Context: an optimization exercise on an open-source flow, tuned for small area and a short achievable clock period. The choices shown serve that exercise and are no tape-out recipe. At most, simulation tests tie the RTL to the original design; equivalence was not proved. Power and IR drop assume default switching activity.

## job 103
==> flow/design.v <==
module CONV(
 input wire reset,  
 input wire clk,  
 input wire signed [7: 0] CONV_iData0,  
 input wire signed [7: 0] CONV_iData1,  
 output reg signed [15: 0] CONV_oData  
);
reg [6:0] cnt;           
reg [3:0] ii;            
reg [2:0] jj;            
reg [7:0] ra [0:8];      
reg [15:0] rf [0:7];     
reg [15:0] rs [0:7];     
reg [7:0] bj;            
reg [8:0] nb;            
reg [15:0] ps, pc;       
reg clr_d, sw_d;         
function [9:0] bpp;
	input [2:0] x;
	input [7:0] b;
	input [8:0] n;
	case (x)
		3'b001, 3'b010: bpp = {{2{b[7]}}, b};
		3'b011:         bpp = {b[7], b, 1'b0};
		3'b100:         bpp = {n, 1'b0};
		3'b101, 3'b110: bpp = {n[8], n};
		default:        bpp = 10'd0;
	endcase
endfunction
wire load = (cnt < 7'd8);
wire in_block = (cnt >= 7'd7) && (cnt <= 7'd77);
wire valid = in_block && (ii != 4'd8);
wire clear = (jj == 3'd0) || (ii == 4'd7);
wire swap = (jj != 3'd0) && (ii == 4'd7);
wire [7:0] a_tap = ra[6];
wire [9:0] pp0 = bpp({a_tap[1:0], 1'b0}, bj, nb);
wire [9:0] pp1 = bpp(a_tap[3:1], bj, nb);
wire [9:0] pp2 = bpp(a_tap[5:3], bj, nb);
wire [9:0] pp3 = bpp(a_tap[7:5], bj, nb);
wire [15:0] r0 = {{6{pp0[9]}}, pp0};
wire [15:0] r1 = {{4{pp1[9]}}, pp1, 2'b0};
wire [15:0] r2 = {{2{pp2[9]}}, pp2, 4'b0};
wire [15:0] r3 = {pp3, 6'b0};
wire [15:0] s1 = r0 ^ r1 ^ r2;
wire [15:0] c1 = {(r0[14:0] & r1[14:0]) | (r0[14:0] & r2[14:0]) | (r1[14:0] & r2[14:0]), 1'b0};
wire [15:0] s2 = s1 ^ c1 ^ r3;
wire [15:0] c2 = {(s1[14:0] & c1[14:0]) | (s1[14:0] & r3[14:0]) | (c1[14:0] & r3[14:0]), 1'b0};
wire [15:0] f_in = rf[7];
wire [15:0] base = clr_d ? 16'd0 : f_in;
wire [15:0] s3 = base ^ ps ^ pc;
wire [15:0] c3 = {(base[14:0] & ps[14:0]) | (base[14:0] & pc[14:0]) | (ps[14:0] & pc[14:0]), 1'b0};
wire [15:0] sum = s3 + c3;
integer s;
always @(posedge clk) begin
	if (reset == 0) begin
		cnt <= 7'd0;
		CONV_oData <= 16'd0;
	end else begin
		cnt <= (cnt == 7'd111) ? 7'd0 : cnt + 7'd1;
		if (cnt >= 7'd81 && cnt <= 7'd87)
			CONV_oData <= rs[0];
		else if (cnt >= 7'd88 && cnt <= 7'd95)
			CONV_oData <= rf[0];
		else
			CONV_oData <= 16'd0;
	end
	if (cnt == 7'd6) begin
		ii <= 4'd0;
		jj <= 3'd0;
	end else if (ii == 4'd8) begin
		ii <= 4'd0;
		jj <= jj + 3'd1;
	end else
		ii <= ii + 4'd1;
	clr_d <= clear && valid && reset;
	sw_d <= swap && valid && reset;
	if (cnt == 7'd6 || ii == 4'd8) begin
		bj <= rs[5][7:0];
		nb <= 9'd0 - {rs[5][7], rs[5][7:0]};
	end
	if (valid && reset) begin
		ps <= s2;
		pc <= c2;
	end else begin
		ps <= 16'd0;
		pc <= 16'd0;
	end
	ra[0] <= load ? CONV_iData0 : ra[8];
	for (s = 1; s < 9; s = s + 1)
		ra[s] <= ra[s-1];
	for (s = 1; s < 8; s = s + 1) begin
		rf[s] <= rf[s-1];
		rs[s] <= rs[s-1];
	end
	rf[0] <= sum;
	rs[0] <= load ? {rs[7][15:8], CONV_iData1} : sw_d ? f_in : rs[7];
end
endmodule
export LEC_CHECK = 0
export CAP_MARGIN = 20
export CORE_MARGIN = 2
export CORE_UTILIZATION = 70
export CTS_BUF_LIST = sky130_fd_sc_hd__clkbuf_8
export CTS_CLUSTER_DIAMETER = 40
export CTS_CLUSTER_SIZE = 16
export SLEW_MARGIN = 20
create_clock -name core_clock -period 10.0 [get_ports {clk}]
standard.sh (not shown) runs the stock make flow with config.mk's settings and CLKGATE_MAP_FILE= SYNTH_SCRIPT=/design/flow/synth_recipe.tcl, a recipe that flattens the netlist after the stock synthesis.
==> flow/flow/run.sh <==
#!/bin/bash
# Standard layout, with stronger port buffers and timing repair aimed at a
# shorter period than the constraint (the constraint itself is unchanged).
set -uo pipefail
export BUFFER_PORTS_ARGS="-buffer_cell sky130_fd_sc_hd__buf_2"
export SETUP_SLACK_MARGIN=7.3
bash standard.sh > standard_flow.log 2>&1
### job 103 -> job 105
-- flow/flow/run.sh --
<<< job 103, line 6
export SETUP_SLACK_MARGIN=7.3
>>> job 105, line 6
export SETUP_SLACK_MARGIN=7.0
On relative contribution of combinational cells to total power, job 105 and job 103 are basically level. Comparing job 103 with job 105, the total placed cells including tap cells came out essentially unchanged. Wire length on met3, job 105 vs job 103: down by a few percent. Worst-case hold slack in job 105 is 18 ps higher than in job 103. Delta (job 105 minus job 103): maximum frequency from static timing analysis has remained practically unchanged, routed wire length decreased 1.6%, total vias in the final route went down. Compared with job 103, job 105 improves cell-internal power. Signed area change from the synthesized netlist to the final layout: job 105 lower than job 103. Cell area after technology mapping came out exactly the same in job 105 and job 103.
No run of this note included a check of the RTL's function; only the layout flow was run.

========
v19:
CONV, a different RTL version from the one above (not shown whole).
Size in the first run: ~810 cells after synthesis, about 380 flip-flops, roughly 0.011 mm^2 of cells after synthesis.
// CONV
module CONV(
 input wire reset,  
 input wire clk,  
 input wire signed [7: 0] CONV_iData0,  
 input wire signed [7: 0] CONV_iData1,  
 output reg signed [15: 0] CONV_oData  
);
Settings: LEC_CHECK=0, CAP_MARGIN=20, CORE_MARGIN=2, CORE_UTILIZATION=70, CTS_BUF_LIST=sky130_fd_sc_hd__clkbuf_8, CTS_CLUSTER_DIAMETER=40, CTS_CLUSTER_SIZE=16, SLEW_MARGIN=20; clock period 10.0 ns.
==> flow/flow/run.sh <==
#!/bin/bash
# Standard layout, with stronger port buffers, a stronger clock root buffer and
# timing repair aimed at a shorter period than the constraint (the constraint
# itself is unchanged).
set -uo pipefail
export BUFFER_PORTS_ARGS="-buffer_cell sky130_fd_sc_hd__buf_2"
export SETUP_SLACK_MARGIN=7.15
export CTS_ARGS="-sink_clustering_enable -repair_clock_nets -sink_clustering_size 16 -sink_clustering_max_diameter 40 -buf_list sky130_fd_sc_hd__clkbuf_8 -dont_use_dummy_load -root_buf sky130_fd_sc_hd__clkbuf_16"
bash standard.sh > standard_flow.log 2>&1
## Diff of input files: v37 against v19
==> flow/flow/run.sh <==
#!/bin/bash
# Standard layout, with stronger port buffers, a stronger clock root buffer and
# timing repair aimed at a shorter period than the constraint (the constraint
# itself is unchanged).
set -uo pipefail
export BUFFER_PORTS_ARGS="-buffer_cell sky130_fd_sc_hd__buf_2"
export SETUP_SLACK_MARGIN=7.0
export CTS_ARGS="-sink_clustering_enable -repair_clock_nets -sink_clustering_size 16 -sink_clustering_max_diameter 40 -buf_list sky130_fd_sc_hd__clkbuf_8 -dont_use_dummy_load"
bash standard.sh > standard_flow.log 2>&1
==> summary.txt <==
v37 finished every stage and its layout cleared the timing, DRC and antenna checks. v19 did not stop at any stage, and its layout met the timing, DRC and antenna checks. Delta (v37 minus v19): synthesis-to-layout area growth dropped 1.9 points; power per standard cell area moved down; sequential group share of total power went up by 2.0 points; vias per cell went up 0.051; summed area of non-filler cells in the final layout has decreased. v37 vs v19 on utilization: v37 is the lower one.
For v58, these inputs were changed with respect to v37:
diff --git a/flow/flow/run.sh b/flow/flow/run.sh
--- a/flow/flow/run.sh
+++ b/flow/flow/run.sh
@@ -8 +8 @@
-export CTS_ARGS="-sink_clustering_enable -repair_clock_nets -sink_clustering_size 16 -sink_clustering_max_diameter 40 -buf_list sky130_fd_sc_hd__clkbuf_8 -dont_use_dummy_load"
+export CTS_ARGS="-sink_clustering_enable -repair_clock_nets -sink_clustering_size 12 -sink_clustering_max_diameter 35 -buf_list sky130_fd_sc_hd__clkbuf_4 -dont_use_dummy_load -root_buf sky130_fd_sc_hd__clkbuf_16"
Results
The ratio of cells with drive above 1 in the final layout in v58 sits 0.88 points above the value recorded for v37. Re fraction of the core area covered by cells at the end of the flow: v37 and v58 aren't equal, and the lower value belongs to v58. Net count reported at finish (lower): v37. v58 | stages: all done | timing, DRC, antenna: all pass. Final worst setup slack ends up lower on v37. Against v37, final cell count in v58 rose slightly. v58: via count of the first global-routing pass 196 above v37. NOTE: clock power in v58 exceeds that of v37. Cell area | v58 vs v37 | v58 smaller. Remaining routing DRC violations: v58 vs v37 identical.

========
== run A ==
Another version of the RTL of CONV (not shown whole).
Size in the first run: about 850 cells after synthesis, roughly 380 flip-flops, about 0.011 mm² of cells after synthesis.
==> flow/config.mk <==
export PLATFORM = sky130hd
export DESIGN_NAME = CONV
export DESIGN_NICKNAME = CONV
export VERILOG_FILES = /design/flow/design.v
export SDC_FILE = /design/flow/constraint.sdc
export NUM_CORES = 4
export LEC_CHECK = 0
export CAP_MARGIN = 20
export CORE_MARGIN = 2
export CORE_UTILIZATION = 70
export CTS_BUF_LIST = sky130_fd_sc_hd__clkbuf_8
export CTS_CLUSTER_DIAMETER = 40
export CTS_CLUSTER_SIZE = 16
export SLEW_MARGIN = 20
==> flow/constraint.sdc <==
create_clock -name core_clock -period 10.0 [get_ports {clk}]
set_input_delay 2.0000 -clock core_clock [delete_from_list [all_inputs] [get_ports {clk}]]
set_output_delay 2.0000 -clock core_clock [all_outputs]
set_load 0.01 [all_outputs]
==> flow/flow/run.sh <==
#!/bin/bash
# Standard layout, with stronger port buffers, a stronger clock root buffer and
# timing repair aimed at a shorter period than the constraint (the constraint
# itself is unchanged).
set -uo pipefail
export BUFFER_PORTS_ARGS="-buffer_cell sky130_fd_sc_hd__buf_2"
export SETUP_SLACK_MARGIN=7.1
export CTS_ARGS="-sink_clustering_enable -repair_clock_nets -sink_clustering_size 12 -sink_clustering_max_diameter 35 -buf_list sky130_fd_sc_hd__clkbuf_16 -dont_use_dummy_load"
bash standard.sh > standard_flow.log 2>&1
Run A ended with every stage complete and zero timing, DRC or antenna violations.
### run A -> run B
- CORE_UTILIZATION changed from 70 to 77
==> flow/flow/run.sh <==
#!/bin/bash
# Standard layout, with stronger port buffers, a stronger clock root buffer and
# timing repair aimed at a shorter period than the constraint (the constraint
# itself is unchanged).
set -uo pipefail
export BUFFER_PORTS_ARGS="-buffer_cell sky130_fd_sc_hd__buf_2"
export SETUP_SLACK_MARGIN=7.0
export CTS_ARGS="-sink_clustering_enable -repair_clock_nets -sink_clustering_size 16 -sink_clustering_max_diameter 40 -buf_list sky130_fd_sc_hd__clkbuf_8 -dont_use_dummy_load"
bash standard.sh > standard_flow.log 2>&1
==> comparison <==
In the flow results for run B and run A, the clock transition at the registers of the reported paths is smaller on run A. Summary — combinational cell fraction of total power, run B relative to run A: higher, by 2.5 points. Of run B and run A, the run reporting the higher number of design-rule violations left by the first detailed-router iteration was run B. A highest metal layer used by the detailed router of met5 is what run A shows, while met4 belongs to run B.
Changes in run C relative to run B:
- swapping 77 for 70 in CORE_UTILIZATION
--- a/flow/flow/run.sh
+++ b/flow/flow/run.sh
@@ -5,5 +5,5 @@
 set -uo pipefail
 export BUFFER_PORTS_ARGS="-buffer_cell sky130_fd_sc_hd__buf_2"
-export SETUP_SLACK_MARGIN=7.0
+export SETUP_SLACK_MARGIN=7.2
 export CTS_ARGS="-sink_clustering_enable -repair_clock_nets -sink_clustering_size 16 -sink_clustering_max_diameter 40 -buf_list sky130_fd_sc_hd__clkbuf_8 -dont_use_dummy_load"
 bash standard.sh > standard_flow.log 2>&1
--- outcome ---
Run C ended with every stage complete and zero timing, DRC or antenna violations.
The area added between synthesis and finish of run C is higher than that of run B.
Register-to-register setup slack for run C is higher than for run B.
Clock share of power is higher on run C
Run C vs run B, row count went up by 4.5%.
On maximum frequency, run C tracks run B almost exactly.
~same proportion of total power due to net switching in run C and run B
Setup WNS run B -> run C: better
As far as synthesized area goes, run C and run B are indistinguishable; the numbers are identical.
Row area of all placed cells without fillers: run C higher / run B lower
Delay of the slowest cell on the worst path is higher on run B

========
## build 44
Another version of the RTL of CONV (not shown whole).
For scale: roughly 400 flip-flops, about 34 I/O pins.
Design CONV, start of the top module:
module CONV(
 input wire reset,  
 input wire clk,  
 input wire signed [7: 0] CONV_iData0,  
 input wire signed [7: 0] CONV_iData1,  
 output reg signed [15: 0] CONV_oData  
);
==> flow/config.mk <==
export PLATFORM = sky130hd
export DESIGN_NAME = CONV
export DESIGN_NICKNAME = CONV
export VERILOG_FILES = /design/flow/design.v
export SDC_FILE = /design/flow/constraint.sdc
export NUM_CORES = 4
export LEC_CHECK = 0
export CAP_MARGIN = 20
export CORE_MARGIN = 2
export CORE_UTILIZATION = 70
export CTS_BUF_LIST = sky130_fd_sc_hd__clkbuf_8
export CTS_CLUSTER_DIAMETER = 40
export CTS_CLUSTER_SIZE = 16
export SLEW_MARGIN = 20
==> flow/constraint.sdc <==
create_clock -name core_clock -period 10.0 [get_ports {clk}]
set_input_delay 2.0000 -clock core_clock [delete_from_list [all_inputs] [get_ports {clk}]]
set_output_delay 2.0000 -clock core_clock [all_outputs]
set_load 0.01 [all_outputs]
==> flow/flow/run.sh <==
#!/bin/bash
# Standard layout, with stronger port buffers, a stronger clock root buffer and
# timing repair aimed at a shorter period than the constraint (the constraint
# itself is unchanged).
set -uo pipefail
export BUFFER_PORTS_ARGS="-buffer_cell sky130_fd_sc_hd__buf_2"
export SETUP_SLACK_MARGIN=7.0
export CTS_ARGS="-sink_clustering_enable -repair_clock_nets -sink_clustering_size 16 -sink_clustering_max_diameter 40 -buf_list sky130_fd_sc_hd__clkbuf_8 -dont_use_dummy_load"
bash standard.sh > standard_flow.log 2>&1
Build 44 did not stop at any stage, and its layout met the timing, DRC and antenna checks.
diff inputs: build 44 => trial 62
==> flow/flow/run.sh <==
#!/bin/bash
# Standard layout, with stronger port buffers and timing repair aimed at a
# shorter period than the constraint (the constraint itself is unchanged).
set -uo pipefail
export BUFFER_PORTS_ARGS="-buffer_cell sky130_fd_sc_hd__buf_2"
export SETUP_SLACK_MARGIN=7.0
bash standard.sh > standard_flow.log 2>&1
==> summary.txt <==
- Switching power total (higher): trial 62
- Number of well taps came out exactly the same in trial 62 and build 44.
- Taking build 44 as the reference, in trial 62 final design area excluding fillers up 1.8%, signed area change from the synthesized netlist to the final layout went up by 2.0 points, number of vias per cell roughly the same.
- Going from build 44 to trial 62, via count grew slightly.
- Clock power share was higher in trial 62 than in build 44.
No run of this note included a check of the RTL's function; only the layout flow was run.

========
== run 1 ==
CONV, a different RTL version from the one above (not shown whole).
Size in the first run: about 840 cells after synthesis, about 400 flip-flops, ~12,000 sq um of cells after synthesis.
==> flow/config.mk <==
export PLATFORM = sky130hd
export DESIGN_NAME = CONV
export DESIGN_NICKNAME = CONV
export VERILOG_FILES = /design/flow/design.v
export SDC_FILE = /design/flow/constraint.sdc
export NUM_CORES = 4
export LEC_CHECK = 0
export CAP_MARGIN = 20
export CORE_MARGIN = 2
export CORE_UTILIZATION = 70
export CTS_BUF_LIST = sky130_fd_sc_hd__clkbuf_8
export CTS_CLUSTER_DIAMETER = 40
export CTS_CLUSTER_SIZE = 16
export SLEW_MARGIN = 20
==> flow/constraint.sdc <==
create_clock -name core_clock -period 10.0 [get_ports {clk}]
set_input_delay 2.0000 -clock core_clock [delete_from_list [all_inputs] [get_ports {clk}]]
set_output_delay 2.0000 -clock core_clock [all_outputs]
set_load 0.01 [all_outputs]
==> flow/flow/run.sh <==
#!/bin/bash
# Standard layout, with stronger port buffers, a stronger clock root buffer and
# timing repair aimed at a shorter period than the constraint (the constraint
# itself is unchanged).
set -uo pipefail
export BUFFER_PORTS_ARGS="-buffer_cell sky130_fd_sc_hd__buf_2"
export SETUP_SLACK_MARGIN=7.0
export CTS_ARGS="-sink_clustering_enable -repair_clock_nets -sink_clustering_size 16 -sink_clustering_max_diameter 40 -buf_list sky130_fd_sc_hd__clkbuf_8 -root_buf sky130_fd_sc_hd__clkbuf_16 -sink_clustering_levels 1"
bash standard.sh > standard_flow.log 2>&1
Run 1 completed every stage of the flow, and the final layout passed the timing, DRC and antenna checks.
Relative to run 1, the following input files were edited for run 2:
-- flow/flow/run.sh --
<<< run 1, line 8
export CTS_ARGS="-sink_clustering_enable -repair_clock_nets -sink_clustering_size 16 -sink_clustering_max_diameter 40 -buf_list sky130_fd_sc_hd__clkbuf_8 -root_buf sky130_fd_sc_hd__clkbuf_16 -sink_clustering_levels 1"
>>> run 2, line 8
export CTS_ARGS="-sink_clustering_enable -repair_clock_nets -sink_clustering_size 16 -sink_clustering_max_diameter 40 -buf_list sky130_fd_sc_hd__clkbuf_8 -root_buf sky130_fd_sc_hd__clkbuf_16"
==> summary.txt <==
- Diff run 1 -> run 2: final cell count without fillers was more or less identical; final sequential cell count barely changed; via count closely matched the old numbers.
- Multiplexer share of the synthesized area came out exactly the same in run 2 and run 1.
[inputs] run 3 vs run 2
==> flow/flow/run.sh <==
#!/bin/bash
# Standard layout, with stronger port buffers and timing repair aimed at a
# shorter period than the constraint (the constraint itself is unchanged).
set -uo pipefail
export BUFFER_PORTS_ARGS="-buffer_cell sky130_fd_sc_hd__buf_2"
export SETUP_SLACK_MARGIN=7.0
bash standard.sh > standard_flow.log 2>&1
Notes after the runs:
Comparing run 2 with run 3, the clock skew came out essentially unchanged.
Via count: run 3 vs run 2 — no meaningful difference
Looking at total track usage across run 2 and run 3, the one that comes out lower is run 2.
Run 3 vs run 2: worst setup margin down
Run 2 and run 3 ended up with nearly the same number of global-route vias before repair.
For combinational fraction of design power, run 3 and run 2 come out practically identical.
Critical path depth: higher on run 2
Delta (run 3 minus run 2): share of the synthesized area in compound gates (AO/OA/AOI/OAI) level; sum of internal, switching and leakage power moved down; final area level.

==> what the ideal ports hide <==
The flow's constraints put no driver on any port. The routed layouts listed below were extracted and timed again, unchanged, in two steps.
Step 1, drivers: a clkbuf_16 drives clk and a buf_2 each remaining input, both assumed.
Step 2 moves the port delays by t, midway between the first and last clock arrival at a register: inputs arrive t later, outputs are due t later. That takes back most of the time a late clock gives input paths.
Three values: ideal, step 1, step 2; two values: the first two.
run	t (ns)	slack for setup (ns)	worst setup path after step 2	worst register clock-pin slew, ns	pins driven straight from the clock port
job 103	0.576	7.005 / 6.964 / 6.908	input to register	0.10 / 0.10	1
job 105	0.583	7.009 / 6.971 / 6.848	input to register	0.09 / 0.09	1
v19	0.498	7.076 / 7.035 / 6.840	input to register	0.09 / 0.09	1
v37	0.582	6.969 / 6.931 / 6.841	input to register	0.09 / 0.09	1
v58	0.506	7.043 / 7.003 / 6.843	input to register	0.11 / 0.11	1
run A	0.538	7.001 / 6.958 / 6.666	input to register	0.06 / 0.06	1
run B	0.545	6.996 / 6.954 / 6.757	input to register	0.09 / 0.09	1
run C	0.534	7.002 / 6.966 / 6.917	input to register	0.09 / 0.09	1
build 44	0.540	7.030 / 6.991 / 6.771	input to register	0.10 / 0.10	1
trial 62	0.568	7.011 / 6.970 / 6.755	input to register	0.10 / 0.10	1
run 1	0.529	7.049 / 7.016 / 6.897	input to register	0.09 / 0.09	1
run 2	0.529	7.049 / 7.016 / 6.897	input to register	0.09 / 0.09	1
run 3	0.572	7.008 / 6.969 / 6.899	input to register	0.09 / 0.09	1
After both steps setup and hold are still met in every run listed. The setup slack of run A, which loses most, moves by -0.043 ns with the drivers and by -0.335 ns with both steps.
